From an optimization exercise on the open Yosys and OpenROAD flow, aimed at small area; shortcuts taken in it are not production practice.
Function was checked by simulation only, so behaviour that the tests miss may differ from the original.
No activity file was given, so power comes from the tool's default toggle rates.

### flow/design.v
module Adder(
    input  wire [3:0] i_data,
    output wire [3:0] o_data 
);
assign o_data = (i_data > 4'h4) ? (i_data + 4'h3) : i_data;
endmodule
module Bin2bcd_6bit(
    input  wire [5:0] i_data,
    output wire [7:0] o_bcd
);
wire [3:0] o1, o2, o3, o4;
Adder Adder1(
    .i_data ({1'b0, i_data[5:3]}),
    .o_data  (o1)
);
Adder Adder2(
    .i_data ({o1[2:0], i_data[2]}),
    .o_data  (o2)
);
Adder Adder3(
    .i_data ({o2[2:0], i_data[1]}),
    .o_data (o3)
);
assign o_bcd = {1'b0, o1[3], o2[3], o3, i_data[0]};
endmodule
module UniversalCounter#(
    parameter MAX_NUM       =   10,     
    parameter COUNTER_BITS  =   31      
)
(
    input  wire                     clk,           
    input  wire                     rst,          
    input  wire                     en_in,         
    input  wire                     dir_in,         
    input  wire                     loadCmd_in,     
    input  wire [COUNTER_BITS:0]    loadValue_in,
    output reg  [COUNTER_BITS:0]    counter_out,    
    output wire                     tc_out          
);
localparam COUNTER_MODULE   =   MAX_NUM - 1'b1;
always@(posedge clk) begin
    if(rst)
        counter_out <= 'h0;
    else if(loadCmd_in) begin
        if(loadValue_in <= COUNTER_MODULE)
            counter_out <= loadValue_in;
    end else if(en_in) begin
        if(dir_in) begin
            if(counter_out == COUNTER_MODULE)
                counter_out <= 'h0;
            else counter_out <= counter_out + 1'b1;   
        end
        else begin
            if(counter_out == 0)
                counter_out <= COUNTER_MODULE;
            else counter_out <= counter_out - 1'b1;   
        end
    end
end
assign tc_out = en_in & (counter_out == COUNTER_MODULE);
endmodule
module FrequencyDivisionPulse#(
    parameter FREQUENCY_IN       = 100_000_000,
    parameter FREQUENCY_OUT      = 100        
)(
    input   wire        clk,    
    input   wire        rst,    
    output  reg         clk_out 
);
localparam  DIVISION_NUM = (FREQUENCY_IN / FREQUENCY_OUT) - 1'b1;
reg [31:0]  cnt;
always@(posedge clk) begin
    if(rst) begin
        cnt     <= 32'b0;
        clk_out <= 1'b0;
    end
    else if(cnt == DIVISION_NUM) begin
        cnt     <= 32'h0;
        clk_out <= 1'b1;
    end else begin
        cnt     <= cnt + 1'b1;
        clk_out <= 1'b0;
    end
end
endmodule
module FrequencyDivisionSquare #(
    parameter FREQUENCY_IN        = 100_000_000,
    parameter FREQUENCY_OUT       = 100
)
(
    input   wire         clk,
    input   wire         rst,
    output  reg          clk_out
);
    localparam      DIVISION_NUM = FREQUENCY_IN / FREQUENCY_OUT / 2;      
    reg [31:0]      cnt;
    always @(posedge clk) begin
        if(rst) begin
            cnt        <= 32'd0;
            clk_out    <= 1'b0;
        end
        else if(cnt < DIVISION_NUM) begin
            cnt        <= cnt + 1'b1;
        end
        else begin
            cnt        <= 32'h0;
            clk_out    <=  ~clk_out;
        end
    end
endmodule
module AdjustableTimerHMS #(
    parameter FREQUENCY_IN = 1000
)
(
    input  wire       clk,
    input  wire       rst,
    input  wire       en_in,
    input  wire       adjustCmd_in,
    input  wire [7:0] bcdSecond_in,
    input  wire [7:0] bcdMinute_in,
    input  wire [7:0] bcdHour_in,
    output wire [7:0] bcdSecond_out,
    output wire [7:0] bcdMinute_out,
    output wire [7:0] bcdHour_out
);  
wire clk1HzPulse;
FrequencyDivisionPulse #(
    .FREQUENCY_IN    (FREQUENCY_IN),
    .FREQUENCY_OUT   (32'd1)
)
To_1HzPulse_ISR0
(
    .clk     (clk),
    .rst     (rst),
    .clk_out (clk1HzPulse)
);
wire        tc_hour;
wire        tc_min;
wire [31:0] hours;
wire [31:0] minutes;
wire [31:0] seconds;
wire [7:0] hours_bcd;
wire [7:0] minutes_bcd;
wire [7:0] seconds_bcd;
wire [7:0] hourTmp;
wire [7:0] minuteTmp;
wire [7:0] secondTmp;
assign hourTmp   = {1'b0, bcdHour_in[7:4],   3'b0} + {3'b0, bcdHour_in[7:4],   1'b0} + bcdHour_in[3:0];
assign minuteTmp = {1'b0, bcdMinute_in[7:4], 3'b0} + {3'b0, bcdMinute_in[7:4], 1'b0} + bcdMinute_in[3:0];
assign secondTmp = {1'b0, bcdSecond_in[7:4], 3'b0} + {3'b0, bcdSecond_in[7:4], 1'b0} + bcdSecond_in[3:0];
UniversalCounter #(
    .MAX_NUM         (60)
)Counter_ISR0
(
    .clk             (clk),
    .rst             (rst),
    .en_in           (clk1HzPulse & en_in),
    .dir_in          (1'b1),
    .loadCmd_in      (adjustCmd_in),
    .loadValue_in    ({24'h0, secondTmp}),
    .counter_out     (seconds),
    .tc_out          (tc_min)
);
UniversalCounter #(
    .MAX_NUM         (60)
)Counter_ISR1
(
    .clk             (clk),
    .rst             (rst),
    .en_in           (tc_min & en_in),
    .dir_in          (1'b1),
    .loadCmd_in      (adjustCmd_in),
    .loadValue_in    ({24'h0, minuteTmp}),
    .counter_out     (minutes),
    .tc_out          (tc_hour)
);
UniversalCounter #(
    .MAX_NUM         (24)
)Counter_ISR2
(
    .clk             (clk),
    .rst             (rst),
    .en_in           (tc_hour & en_in),
    .dir_in          (1'b1),
    .loadCmd_in      (adjustCmd_in),
    .loadValue_in    ({24'h0, hourTmp}),
    .counter_out     (hours),
    .tc_out          ()
);
Bin2bcd_6bit Bin2bcd_6bit_ISR0
(
    .i_data  (seconds[5:0]),
    .o_bcd   (seconds_bcd)
);
Bin2bcd_6bit Bin2bcd_6bit_ISR1
(
    .i_data  (minutes[5:0]),
    .o_bcd   (minutes_bcd)
);
Bin2bcd_6bit Bin2bcd_6bit_ISR2
(
    .i_data  (hours[5:0]),
    .o_bcd   (hours_bcd)
);
assign bcdHour_out   = hours_bcd;
assign bcdMinute_out = minutes_bcd;
assign bcdSecond_out = seconds_bcd;
endmodule
module ClockWithBtn #(
    parameter FREQUENCY_IN = 1000
)(
    input  wire    clk,
    input  wire    rst,
    input  wire    en_in,
    input  wire    timerSetupBtn_in,
    input  wire    timerSelectBtn_in,
    input  wire    timerUpBtn_in,
    input  wire    timerDownBtn_in,
    output reg [7:0] bcdSecond_out,
    output reg [7:0] bcdMinute_out,
    output reg [7:0] bcdHour_out
);
reg [7:0] hour_setValue;
reg [7:0] minute_setValue;
reg [7:0] second_setValue;
wire [7:0] hours_cnt_bcd;
wire [7:0] minutes_cnt_bcd;
wire [7:0] seconds_cnt_bcd;
reg       setCmd;            
reg [1:0] selectCnt;         
localparam IDLE_STATE    = 3'b001,
           SETTING_STATE = 3'b010,
           END_STATE     = 3'b100;
reg [2:0] state;
always @(posedge clk) begin
    if(rst) begin
        hour_setValue   <= 8'h00;
        minute_setValue <= 8'h00;
        second_setValue <= 8'h00;
        setCmd          <= 1'b0;
        selectCnt       <= 2'h0;
        state           <= IDLE_STATE;
    end
    else begin
        case (state)
            IDLE_STATE:begin
                if(timerSetupBtn_in) begin
                    state <= SETTING_STATE;
                    hour_setValue   <= {1'b0, hours_cnt_bcd[7:4],   3'b0} + {3'b0, hours_cnt_bcd[7:4],   1'b0} + hours_cnt_bcd[3:0];
                    minute_setValue <= {1'b0, minutes_cnt_bcd[7:4], 3'b0} + {3'b0, minutes_cnt_bcd[7:4], 1'b0} + minutes_cnt_bcd[3:0];
                    second_setValue <= {1'b0, seconds_cnt_bcd[7:4], 3'b0} + {3'b0, seconds_cnt_bcd[7:4], 1'b0} + seconds_cnt_bcd[3:0];
                end
            end 
            SETTING_STATE: begin
                if(timerSetupBtn_in) begin
                    setCmd <= 1'b1;
                    state <= END_STATE;
                end
                else if(timerSelectBtn_in) begin
                    if(selectCnt == 2'h2)
                        selectCnt <= 2'h0;
                    else
                        selectCnt <= selectCnt + 1'b1;                    
                end
                else begin
                    if(timerUpBtn_in) begin
                        case (selectCnt)
                            2'h0: begin
                                if(second_setValue == 8'd59)
                                    second_setValue <= 8'd0;
                                else
                                    second_setValue <= second_setValue + 1'b1; 
                            end
                            2'h1: begin
                                if(minute_setValue == 8'd59)
                                    minute_setValue <= 8'd0;
                                else
                                    minute_setValue <= minute_setValue + 1'b1; 
                            end
                            2'h2: begin
                                if(hour_setValue == 8'd23)
                                    hour_setValue <= 8'd0;
                                else
                                    hour_setValue <= hour_setValue + 1'b1;
                            end
                            default: selectCnt <= 2'h0;
                        endcase
                    end
                    else if(timerDownBtn_in) begin
                        case (selectCnt)
                            2'h0: begin
                                if(second_setValue == 8'd0)
                                    second_setValue <= 8'd59;
                                else
                                    second_setValue <= second_setValue - 1'b1; 
                            end
                            2'h1: begin
                                if(minute_setValue == 8'd0)
                                    minute_setValue <= 8'd59;
                                else
                                    minute_setValue <= minute_setValue - 1'b1; 
                            end
                            2'h2: begin
                                if(hour_setValue == 8'd0)
                                    hour_setValue <= 8'd23;
                                else
                                    hour_setValue <= hour_setValue - 1'b1;
                            end
                            default: selectCnt <= 2'h0;
                        endcase                        
                    end
                end
            end
            END_STATE: begin
                setCmd <= 1'b0;
                selectCnt <= 2'h0;
                state <= IDLE_STATE;
            end
            default: state <= IDLE_STATE;
        endcase
    end
end
wire [7:0] secondSet_bcd;
wire [7:0] minuteSet_bcd;
wire [7:0] hourSet_bcd;
Bin2bcd_6bit Bin2bcd_6bit_ISR0
(
    .i_data (second_setValue[5:0]),
    .o_bcd  (secondSet_bcd)
);
Bin2bcd_6bit Bin2bcd_6bit_ISR1
(
    .i_data (minute_setValue[5:0]),
    .o_bcd  (minuteSet_bcd)
);
Bin2bcd_6bit Bin2bcd_6bit_ISR2
(
    .i_data (hour_setValue[5:0]),
    .o_bcd  (hourSet_bcd)
);
wire [7:0] timerHour_bcd;
wire [7:0] timerMinute_bcd;
wire [7:0] timerSecond_bcd;
assign hours_cnt_bcd   = (setCmd) ? hourSet_bcd   : timerHour_bcd;
assign minutes_cnt_bcd = (setCmd) ? minuteSet_bcd : timerMinute_bcd;
assign seconds_cnt_bcd = (setCmd) ? secondSet_bcd : timerSecond_bcd;
AdjustableTimerHMS #(
    .FREQUENCY_IN (FREQUENCY_IN)
)
AdjustableTimerHMS_ISR0
(
    .clk          (clk),
    .rst          (rst),
    .en_in        (en_in),
    .adjustCmd_in (setCmd),
    .bcdSecond_in (secondSet_bcd),
    .bcdMinute_in (minuteSet_bcd),
    .bcdHour_in   (hourSet_bcd),
    .bcdSecond_out(timerSecond_bcd),
    .bcdMinute_out(timerMinute_bcd),
    .bcdHour_out  (timerHour_bcd)
);
reg [7:0] bcdHourTmp;
reg [7:0] bcdMinuteTmp;
reg [7:0] bcdSecondTmp;
always @(*) begin
    if(state == IDLE_STATE) begin
        bcdHourTmp <= hours_cnt_bcd;
        bcdMinuteTmp <= minutes_cnt_bcd;
        bcdSecondTmp <= seconds_cnt_bcd;
    end
    else begin
        bcdHourTmp <= hourSet_bcd;
        bcdMinuteTmp <= minuteSet_bcd;
        bcdSecondTmp <= secondSet_bcd;
    end
end
wire twinklingTime;
FrequencyDivisionSquare #(
    .FREQUENCY_IN  (FREQUENCY_IN),
    .FREQUENCY_OUT (2)
)
FrequencyDivisionSquare_ISR0
(
    .clk     (clk),
    .rst     (rst),
    .clk_out (twinklingTime)
);
always @(*) begin
    if(state == SETTING_STATE) begin
        if(selectCnt == 2'h0) begin
            bcdSecond_out <= (twinklingTime) ? bcdSecondTmp : 8'hFF;
            bcdMinute_out <= bcdMinuteTmp;
            bcdHour_out <= bcdHourTmp;
        end
        else if(selectCnt == 2'h1) begin
            bcdSecond_out <= bcdSecondTmp;
            bcdMinute_out <= (twinklingTime) ? bcdMinuteTmp : 8'hFF;
            bcdHour_out <= bcdHourTmp;
        end
        else if(selectCnt == 2'h2) begin
            bcdSecond_out <= bcdSecondTmp;
            bcdMinute_out <= bcdMinuteTmp;
            bcdHour_out <= (twinklingTime) ? bcdHourTmp : 8'hFF;
        end
        else begin
            bcdSecond_out <= bcdSecondTmp;
            bcdMinute_out <= bcdMinuteTmp;
            bcdHour_out <= bcdHourTmp;
        end
    end
    else begin
        bcdSecond_out <= bcdSecondTmp;
        bcdMinute_out <= bcdMinuteTmp;
        bcdHour_out <= bcdHourTmp;
    end
end
endmodule
### flow/run.sh
#!/bin/bash
# synth_recipe.tcl (not shown) runs the flow's synth.tcl, then flattens the netlist and writes it again
# the make line also repeats each setting of config.mk as NAME=value (left out here)
make -C /OpenROAD-flow-scripts/flow DESIGN_CONFIG=/design/flow/config.mk WORK_HOME=/design/flow/orfs CLKGATE_MAP_FILE= SYNTH_SCRIPT=/design/flow/synth_recipe.tcl finish
### flow/config.mk
export PLATFORM = sky130hd
export DESIGN_NAME = ClockWithBtn
export DESIGN_NICKNAME = ClockWithBtn
export VERILOG_FILES = /design/flow/design.v
export SDC_FILE = /design/flow/constraint.sdc
export NUM_CORES = 4
export LEC_CHECK = 0
export CAP_MARGIN = 20
export CORE_MARGIN = 2
export CORE_UTILIZATION = 40
export PLACE_DENSITY = 0.6
export SLEW_MARGIN = 20
### flow/constraint.sdc
create_clock -name core_clock -period 10.0 [get_ports {clk}]
set_input_delay 2.0000 -clock core_clock [delete_from_list [all_inputs] [get_ports {clk}]]
set_output_delay 2.0000 -clock core_clock [all_outputs]
set_load 0.01 [all_outputs]
==> results.toml, run 1 <==
[run_status]
status = "timing/DRC/antenna clean"

[clock_network]
cts_tree = "done"
clock_path_buffers = 2
clock_sinks = 192
cts-root-buf = "clkbuf_16"
cts_resized = 0
postCtsSetupBuffers = 0
clk-insertion-delay-late_ps = 450
ctsHoldBuffers = 0
cts-buffers-inserted = 17
htree_levels = 4
clk_pin_slew_worst_paths_ps = 80

[synthesis]
synth_area_um2 = 13900
ys_ff_latch = 192
yosysWarnings = 5
ys_seq_area_share_pct = 27.7
synth_edf_count = 0
postSynthAreaPerCell_um2 = 7.76
syn-instance-count = 1788
synth_ff_type = "dfxtp_1"
ys_async_sr_fraction_pct = 0
synth_cell_types = 95

[job]
maxCapViolations = 0

[routing]
drc = 0
wire_per_inst_um = 16.0
vias = 13000
detail_route.iter0.violations = 916
wirelength_um = 36100
drt-pass1-iter-count = 5
via_per_inst = 5.76
postRouteAntennaNets = 0

[power_and_ir_drop]
comb_power_share_pct = 12.9
power.density_nw_per_um2 = 112
ir_drop_uv = 118
switching_share_pct = 30.1
intPower_mw = 1.19
power.leakage_nw = 5.74
clkPwrFrac_pct = 40.6
p_seq_share_pct = 46.5
p_sw_mw = 0.514

[placement]
place_ws_ps = 3910
dp_hpwl_um = 25200
globalplace.congestion = 0.907
place_area_um2 = 14600
dp_cells = 2223
port_buffers = 30

[floorplanning]
ios = 31
die_h_um = 190
rows = 68
die_w_um = 190
design.die.area_um2 = 36200
start_util_pct = 40.4
coreArea_um2 = 34400

[layout]
fin_area_um2 = 15200
fin_nets = 1890
area_growth_pct = 9.41
regArea_um2 = 3840
final_cells = 2255
drive_gt1_share_pct = 6.33
nFillCells = 3456
multi_input_area_um2 = 9420
antenna_cells = 0

[worst_setup_path]
worstPathMaxFanout = 8
crit_required_ps = 8000
crit_type = "reg -> out"
critical_path_arrival_ps = 4670
cp-start-kind = "register"
end_kind = "primary output"

[sta]
tightest_slew_ps = 1130
fmax_mhz = 150
skew_ps = 15.3
fin_tns_setup_ps = 0
fin_crit_ps = 6670
finalCritPeriodShare_pct = 66.7
hold-worst-slack_ps = 453
rsz0062_at_grt = "false"
setup_violations = 0
hold_violations = 0
slew_violations = 0
layout_setup_ws_ps = 3330
relSlewSlack_pct = 24.6

[worst_hold_path]
hold_class = "reg -> reg"

[global_route]
grt_pass1_vias = 12400
overflow = 0
grt_max_degree = 80
grt.total_usage_pct = 20.2
grt_pass1_wl_um = 60700
antenna_found_initial = 1
-- layer usage --
layer	routed length [µm]	up-vias	track usage (%)
met5	0	-	0
li1	-	6510	-
met4	549	0	5.90
met1	17100	6154	27.0
met3	1650	42	3.28
met2	16800	294	33.4
-- state kept, by name, summed over array words and instances, names as in the netlist, 8 cells and up --
signal / count
AdjustableTimerHMS_ISR0.Counter_ISR1.counter_out: 32
FrequencyDivisionSquare_ISR0.cnt: 32
minute_setValue: 8
second_setValue: 8
AdjustableTimerHMS_ISR0.Counter_ISR2.counter_out: 32
AdjustableTimerHMS_ISR0.Counter_ISR0.counter_out: 32
hour_setValue: 8
AdjustableTimerHMS_ISR0.To_1HzPulse_ISR0.cnt: 32
-- power groups by stage --
stage	sequential (mW)	combinational, mW	clock (mW)
3_5_place_dp	0.812	0.217	0
4_1_cts	0.794	0.218	0.712
2_1_floorplan	0.802	0.163	0
3_3_place_gp	0.811	0.214	0
6_report	0.794	0.220	0.693
5_1_grt	0.797	0.246	0.741
-- cell usage after synthesis (20+ instances only) --
| master | instances | area [µm²] |
|---|---|---|
| nand4_1 | 35 | 219 |
| and3_1 | 32 | 200 |
| ha_1 | 87 | 1090 |
| xnor2_1 | 49 | 429 |
| nand2_1 | 176 | 661 |
| dfxtp_1 | 192 | 3840 |
| a211oi_1 | 37 | 278 |
| a311oi_1 | 25 | 219 |
| a21oi_1 | 94 | 470 |
| mux2i_1 | 20 | 200 |
| o21ai_0 | 89 | 445 |
| inv_1 | 87 | 327 |
| xor2_1 | 54 | 473 |
| clkbuf_1 | 69 | 259 |
| nand3_1 | 77 | 385 |
| o211ai_1 | 27 | 203 |
| a31oi_1 | 35 | 219 |
| nor4_1 | 43 | 269 |
| nor2_1 | 198 | 743 |
| nor3_1 | 52 | 260 |
-- layout make-up --
| type | count | area share [%] |
|---|---|---|
| clock buffer | 17 | 2.80 |
| timing repair buffer | 47 | 2.83 |
| tap | 455 | 3.75 |
| clock inverter | 15 | 1.07 |
| sequential | 192 | 25.3 |
| multi-input combinational | 1441 | 62.1 |
| inverter | 88 | 2.18 |
-- worst paths after layout --
check                                                                       to  cells past startpoint  slack (ps)                                           start
worst max-delay path                                          bcdMinute_out[2]                     17        3330                 minute_setValue[3]$_SDFFE_PP0P_
worst max register to register                                        register                     20        3900                   hour_setValue[4]$_SDFFE_PP0P_
worst min register to register  FrequencyDivisionSquare_ISR0.cnt[0]$_SDFF_PP0_                      1         450  FrequencyDivisionSquare_ISR0.cnt[0]$_SDFF_PP0_
worst min-delay path            FrequencyDivisionSquare_ISR0.cnt[0]$_SDFF_PP0_                      1         450  FrequencyDivisionSquare_ISR0.cnt[0]$_SDFF_PP0_
-- worst max-delay path, cell delays in order, from the launching register on --
cell,delay [ps]
dfxtp_1,500
inv_1,160
ha_1,260
inv_1,60
ha_1,250
xnor2_1,200
ha_1,260
inv_1,50
a31oi_1,250
xnor2_1,240
ha_1,240
inv_1,60
a21boi_0,330
mux2i_1,350
mux2_2,230
nand2_1,50
o211ai_1,130
clkdlybuf4s50_1,590
-- cells by family after synthesis --
logic type | after synthesis | synth area share (%)
AOI/OAI and AO/OA | 467 | 23.7
xor gates and xnor gates | 104 | 6.62
adders and majority gates | 96 | 9.14
buffers and inverters | 178 | 5.13
DFF | 192 | 27.7
muxes | 31 | 2.42
other | 1 | 0.0270
and+or+nand+nor | 719 | 25.2
-- placed cells by master (no fill, tap or decap), types with 49 or more instances in the layout --
| cell type | count |
|---|---|
| o21ai_0 | 89 |
| xor2_1 | 54 |
| xnor2_1 | 49 |
| inv_1 | 87 |
| nand3_1 | 77 |
| nor2_1 | 198 |
| nand2_1 | 176 |
| a21oi_1 | 94 |
| dfxtp_1 | 192 |
| ha_1 | 87 |
| nor3_1 | 52 |
-- metrics by stage --
step / power [mW] / utilization, %
finish: 1.71 / 44.2
global route: 1.78 / 44.2
CTS: 1.72 / 44.2
detailed placement: 1.03 / 42.5
global placement: 1.03 / 42.4
floorplan: 0.965 / -
==> inputs of run 2 (changes only) <==
==> flow/design.v (replaced) <==
module ClockWithBtn #(
    parameter FREQUENCY_IN = 1000
)(
    input  wire       clk,
    input  wire       rst,
    input  wire       en_in,
    input  wire       timerSetupBtn_in,
    input  wire       timerSelectBtn_in,
    input  wire       timerUpBtn_in,
    input  wire       timerDownBtn_in,
    output wire [7:0] bcdSecond_out,
    output wire [7:0] bcdMinute_out,
    output wire [7:0] bcdHour_out
);
reg  [9:0] dv;
reg        p;
wire       dv_term = (dv == 10'b0000111111);
wire       dv_clr  = rst | dv_term;
always @(posedge clk) begin
    dv <= dv_clr ? 10'd0 : {~dv[8:0], ~(dv[2] ^ dv[9])};
    p  <= ~rst & dv_term;
end
reg  [8:0] bk;
reg        w;
wire       bk_term = bk[1] & bk[3] & ~bk[4] & bk[5] & bk[7] & ~bk[8];
wire       bk_clr  = rst | bk_term;
always @(posedge clk) begin
    bk <= bk_clr ? 9'd0 : {~bk[7:0], ~(bk[3] ^ bk[8])};
    w  <= ~rst & (w ^ bk_term);
end
reg  act, s1, s0;
wire idle   = ~act & ~s0;
wire setact = act & ~timerSetupBtn_in & ~timerSelectBtn_in;
wire up     = setact & timerUpBtn_in;
wire dn     = setact & ~timerUpBtn_in & timerDownBtn_in;
wire selS   = ~s1 & ~s0;
wire selM   = s0;
wire selH   = s1;
always @(posedge clk) begin
    if (rst) begin
        act <= 1'b0; s1 <= 1'b0; s0 <= 1'b0;
    end else if (act) begin
        if (timerSetupBtn_in) begin
            act <= 1'b0; s1 <= 1'b1; s0 <= 1'b1;
        end else if (timerSelectBtn_in) begin
            s1 <= s0; s0 <= ~s1 & ~s0;
        end
    end else begin
        act <= idle & timerSetupBtn_in;
        s1  <= 1'b0;
        s0  <= 1'b0;
    end
end
reg  [3:0] su_n, mu_n, hu_n;
reg  [2:0] st_n, mt_n;
reg  [1:0] ht_n;
wire [3:0] su = ~su_n, mu = ~mu_n, hu = ~hu_n;
wire [2:0] st = ~st_n, mt = ~mt_n;
wire [1:0] ht = ~ht_n;
wire tick  = p & en_in & idle & ~timerSetupBtn_in;
wire sec59 = (su == 4'd9) & (st == 3'd5);
wire min59 = (mu == 4'd9) & (mt == 3'd5);
wire incS  = tick | (up & selS);
wire decS  = dn & selS;
wire incM  = (tick & sec59) | (up & selM);
wire decM  = dn & selM;
wire incH  = (tick & sec59 & min59) | (up & selH);
wire decH  = dn & selH;
reg [3:0] su_x, mu_x, hu_x;
reg [2:0] st_x, mt_x;
reg [1:0] ht_x;
always @(*) begin
    su_x = su; st_x = st;
    if (incS) begin
        su_x = (su == 4'd9) ? 4'd0 : su + 4'd1;
        if (su == 4'd9) st_x = (st == 3'd5) ? 3'd0 : st + 3'd1;
    end else if (decS) begin
        su_x = (su == 4'd0) ? 4'd9 : su - 4'd1;
        if (su == 4'd0) st_x = (st == 3'd0) ? 3'd5 : st - 3'd1;
    end
    mu_x = mu; mt_x = mt;
    if (incM) begin
        mu_x = (mu == 4'd9) ? 4'd0 : mu + 4'd1;
        if (mu == 4'd9) mt_x = (mt == 3'd5) ? 3'd0 : mt + 3'd1;
    end else if (decM) begin
        mu_x = (mu == 4'd0) ? 4'd9 : mu - 4'd1;
        if (mu == 4'd0) mt_x = (mt == 3'd0) ? 3'd5 : mt - 3'd1;
    end
    hu_x = hu; ht_x = ht;
    if (incH) begin
        if (ht == 2'd2 && hu == 4'd3) begin
            hu_x = 4'd0; ht_x = 2'd0;
        end else if (hu == 4'd9) begin
            hu_x = 4'd0; ht_x = ht + 2'd1;
        end else
            hu_x = hu + 4'd1;
    end else if (decH) begin
        if (ht == 2'd0 && hu == 4'd0) begin
            hu_x = 4'd3; ht_x = 2'd2;
        end else if (hu == 4'd0) begin
            hu_x = 4'd9; ht_x = ht - 2'd1;
        end else
            hu_x = hu - 4'd1;
    end
end
always @(posedge clk) begin
    su_n <= rst ? 4'hF : ~su_x;
    st_n <= rst ? 3'h7 : ~st_x;
    mu_n <= rst ? 4'hF : ~mu_x;
    mt_n <= rst ? 3'h7 : ~mt_x;
    hu_n <= rst ? 4'hF : ~hu_x;
    ht_n <= rst ? 2'h3 : ~ht_x;
end
wire bS = act & selS & ~w;
wire bM = act & selM & ~w;
wire bH = act & selH & ~w;
assign bcdSecond_out = {bS, ~(st_n & {3{~bS}}), ~(su_n & {4{~bS}})};
assign bcdMinute_out = {bM, ~(mt_n & {3{~bM}}), ~(mu_n & {4{~bM}})};
assign bcdHour_out   = {bH, bH, ~(ht_n & {2{~bH}}), ~(hu_n & {4{~bH}})};
endmodule
==> results.toml, run 2 <==
[global_route]
overflow = 0
antenna_found_initial = 0
grt_pass1_vias = 1997
grt.total_usage_pct = 15.5
grt_max_degree = 23
grt_pass1_wl_um = 9280

[synthesis]
syn-instance-count = 318
synth_ff_type = "dfxtp_1"
postSynthAreaPerCell_um2 = 8.11
synth_simple_gate_area_share_pct = 29.3
yosys.area.top_type_share_pct = 34.2
ys_seq_area_share_pct = 34.2
synth_cell_types = 60
synth-adder-area-share_pct = 5.34
synth_area_um2 = 2580
yosys-top-cells-area = "dfxtp_1 (34%), nor2_1 (6.6%), nand2_1 (5.7%)"
yosysWarnings = 1
ys_async_sr_fraction_pct = 0
yosysMostFrequentCell = "nor2_1"
synth-compound-area-share_pct = 17.2
synth_edf_count = 0
synth_commonest_cells = "nor2_1 (45), dfxtp_1 (44), nand2_1 (39)"
synth_top_family_by_area = "simple AND/OR/NAND/NOR gates"
yosysTopAreaCell = "dfxtp_1"
yosys.area_share.xor_xnor_pct = 3.74
ys_ff_latch = 44
synth_mux_area_share_pct = 3.30

[layout]
final_cell_mix = "nor2_1 (45), dfxtp_1 (44), nand2_1 (39)"
antenna_cells = 0
area_growth_pct = 15.4
drive_gt1_share_pct = 8.43
nFillCells = 621
mostFrequentLayoutCell = "nor2_1"
fin_nets = 349
regArea_um2 = 881
multi_input_area_um2 = 1520

[sta]
finalCritPeriodShare_pct = 44.7
fin_crit_ps = 4470
relSlewSlack_pct = 52.3
fin_tns_setup_ps = 0
tightest_slew_ps = 715
skew_ps = 9.58
setup_violations = 0
rsz0062_at_grt = "false"
fmax_mhz = 224
hold_violations = 0
hold-worst-slack_ps = 386
slew_violations = 0

[routing]
vias = 2145
wire_per_inst_um = 13.1
postRouteAntennaNets = 0
via_per_inst = 5.24
wirelength_um = 5370
detail_route.iter0.violations = 138
drc = 0
drt-pass1-iter-count = 4

[worst_setup_path]
crit_required_ps = 8000
rr_startpoint = "act$_SDFF_PP0_"
critical_path_arrival_ps = 2470
worstPathMaxFanout = 20
crit_type = "reg -> out"
cp-start-kind = "register"
critPathLaunch = "act$_SDFF_PP0_"
end_kind = "primary output"

[clock_network]
clk-insertion-delay-late_ps = 300
ctsHoldBuffers = 0
cts_resized = 0
clk_pin_slew_worst_paths_ps = 90
cts-root-buf = "clkbuf_8"
clock_path_buffers = 2
postCtsSetupBuffers = 0
cts-buffers-inserted = 5
cts_tree = "done"
clock_sinks = 44
htree_levels = 2

[power_and_ir_drop]
power.leakage_nw = 1.33
power.density_nw_per_um2 = 126
ir_drop_uv = 109

[floorplanning]
design.die.area_um2 = 7100
die_w_um = 84.3
die_h_um = 84.3
ios = 31
coreArea_um2 = 6280
rows = 29
start_util_pct = 41.1

[run_status]
status = "timing/DRC/antenna clean"

[worst_hold_path]
hp-start = "bk[2]$_SDFF_PP0_"
hold_class = "reg -> reg"

[placement]
port_buffers = 30
dp_hpwl_um = 3780
globalplace.congestion = 0.834

[job]
maxCapViolations = 0
[run 2: cell types whose count changed in the layout (fill, tap and decap cells not counted), sizes merged, moves of 50 or more]
cell and delta:
nor3 -50, xor2 -50, a21oi -91, nor2 -156, nand2 -137, dfxtp -148, ha -76, nand3 -63
o21ai -84, inv -81
[run 2: metal layers]
layer | part of all wire (%) | GRT usage [%] | up-vias
li1 | - | - | 1128
met1 | 50 | 21.3 | 979
met2 | 47 | 25.5 | 31
met3 | 3.1 | 2.65 | 7
met4 | 0.82 | 3.08 | 0
met5 | 0 | 0 | -
[run 2: path summary, 6_finish.rpt]
kind / endpoint / slack, ps / cells past startpoint
min reg2reg: bk[3]$_SDFF_PP0_ / 390 / 1
min: bk[3]$_SDFF_PP0_ / 390 / 1
max reg2reg: register / 7760 / 5
max: bcdSecond_out[6] / 5530 / 4
[run 2: cells by family (layout without fill, tap and decap cells)]
family                   count (synthesis)  count (layout)
flip-flops                              44              44
AND/OR/NAND/NOR                        145             145
adder cells (fa/ha/maj)                 11              11
multiplexers                             8               8
AO/OA/AOI/OAI                           60              60
buffers and inverters                   39              53
XOR/XNOR                                11              11
[run 2: layout make-up]
class | instances | area share, %
clock buffers | 6 | 2.78
multi-input cells | 235 | 51.0
repair buffers | 31 | 10.3
flip-flops and latches | 44 | 29.6
clock inverters | 2 | 1.30
well taps | 77 | 3.24
inverters | 14 | 1.77
[run 2: critical path, stage by stage (launching register included)]
cell and delay (ps):
dfxtp_1 790, nor3b_1 450, nand2b_1 270, nand2_1 120, clkdlybuf4s50_1 530
[run 2: report_power, final]
part | total (mW) | leakage [nW] | switching, mW | internal, mW
Clock | 0.145 | 0.0614 | 0.0631 | 0.0817
Combinational | 0.0394 | 0.904 | 0.0192 | 0.0201
Sequential | 0.191 | 0.362 | 0.00800 | 0.183
[run 2: through the flow]
| stage | power, mW | utilization (%) | area, µm² | std cells | setup WS [ps] |
|---|---|---|---|---|---|
| 2_1_floorplan | 0.218 | - | 2580 | 318 | 6580 |
| 3_3_place_gp | 0.234 | 45.5 | 2850 | 401 | 5580 |
| 3_5_place_dp | 0.234 | 45.5 | 2850 | 401 | 5530 |
| 4_1_cts | 0.380 | 47.4 | 2980 | 409 | 5530 |
| 5_1_grt | 0.392 | 47.4 | 2980 | 409 | 5360 |
| 6_report | 0.375 | 47.4 | 2980 | 409 | 5530 |

[re-timing with driven ports]
The results above use ideal ports. As a check the final layouts listed here were re-extracted and re-timed, cells and wires unchanged. Step 1: set_driving_cell puts a clkbuf_16 on clk and a buf_2 on each other input, an assumption about the parent block. Step 2, shift: input delay + t, output delay - t, t = (earliest + latest rising clock arrival at the registers) / 2. This alone moves slack from input paths to output paths. a / b / c = ideal ports / drivers / drivers and shift; a / b = the first two.
run	t (ns)	slack for setup (ns)	worst register clock-pin slew, ns	worst slew at a driven data input, ns
run 1	0.494	3.332 / 3.281 / 3.775	0.09 / 0.09	0.03
run 2	0.322	5.532 / 5.506 / 5.498	0.09 / 0.09	0.03
After both steps every run listed still meets setup and hold. For run 2, which loses most, drivers alone change the setup slack by -0.026 ns; drivers and shift together by -0.034 ns.
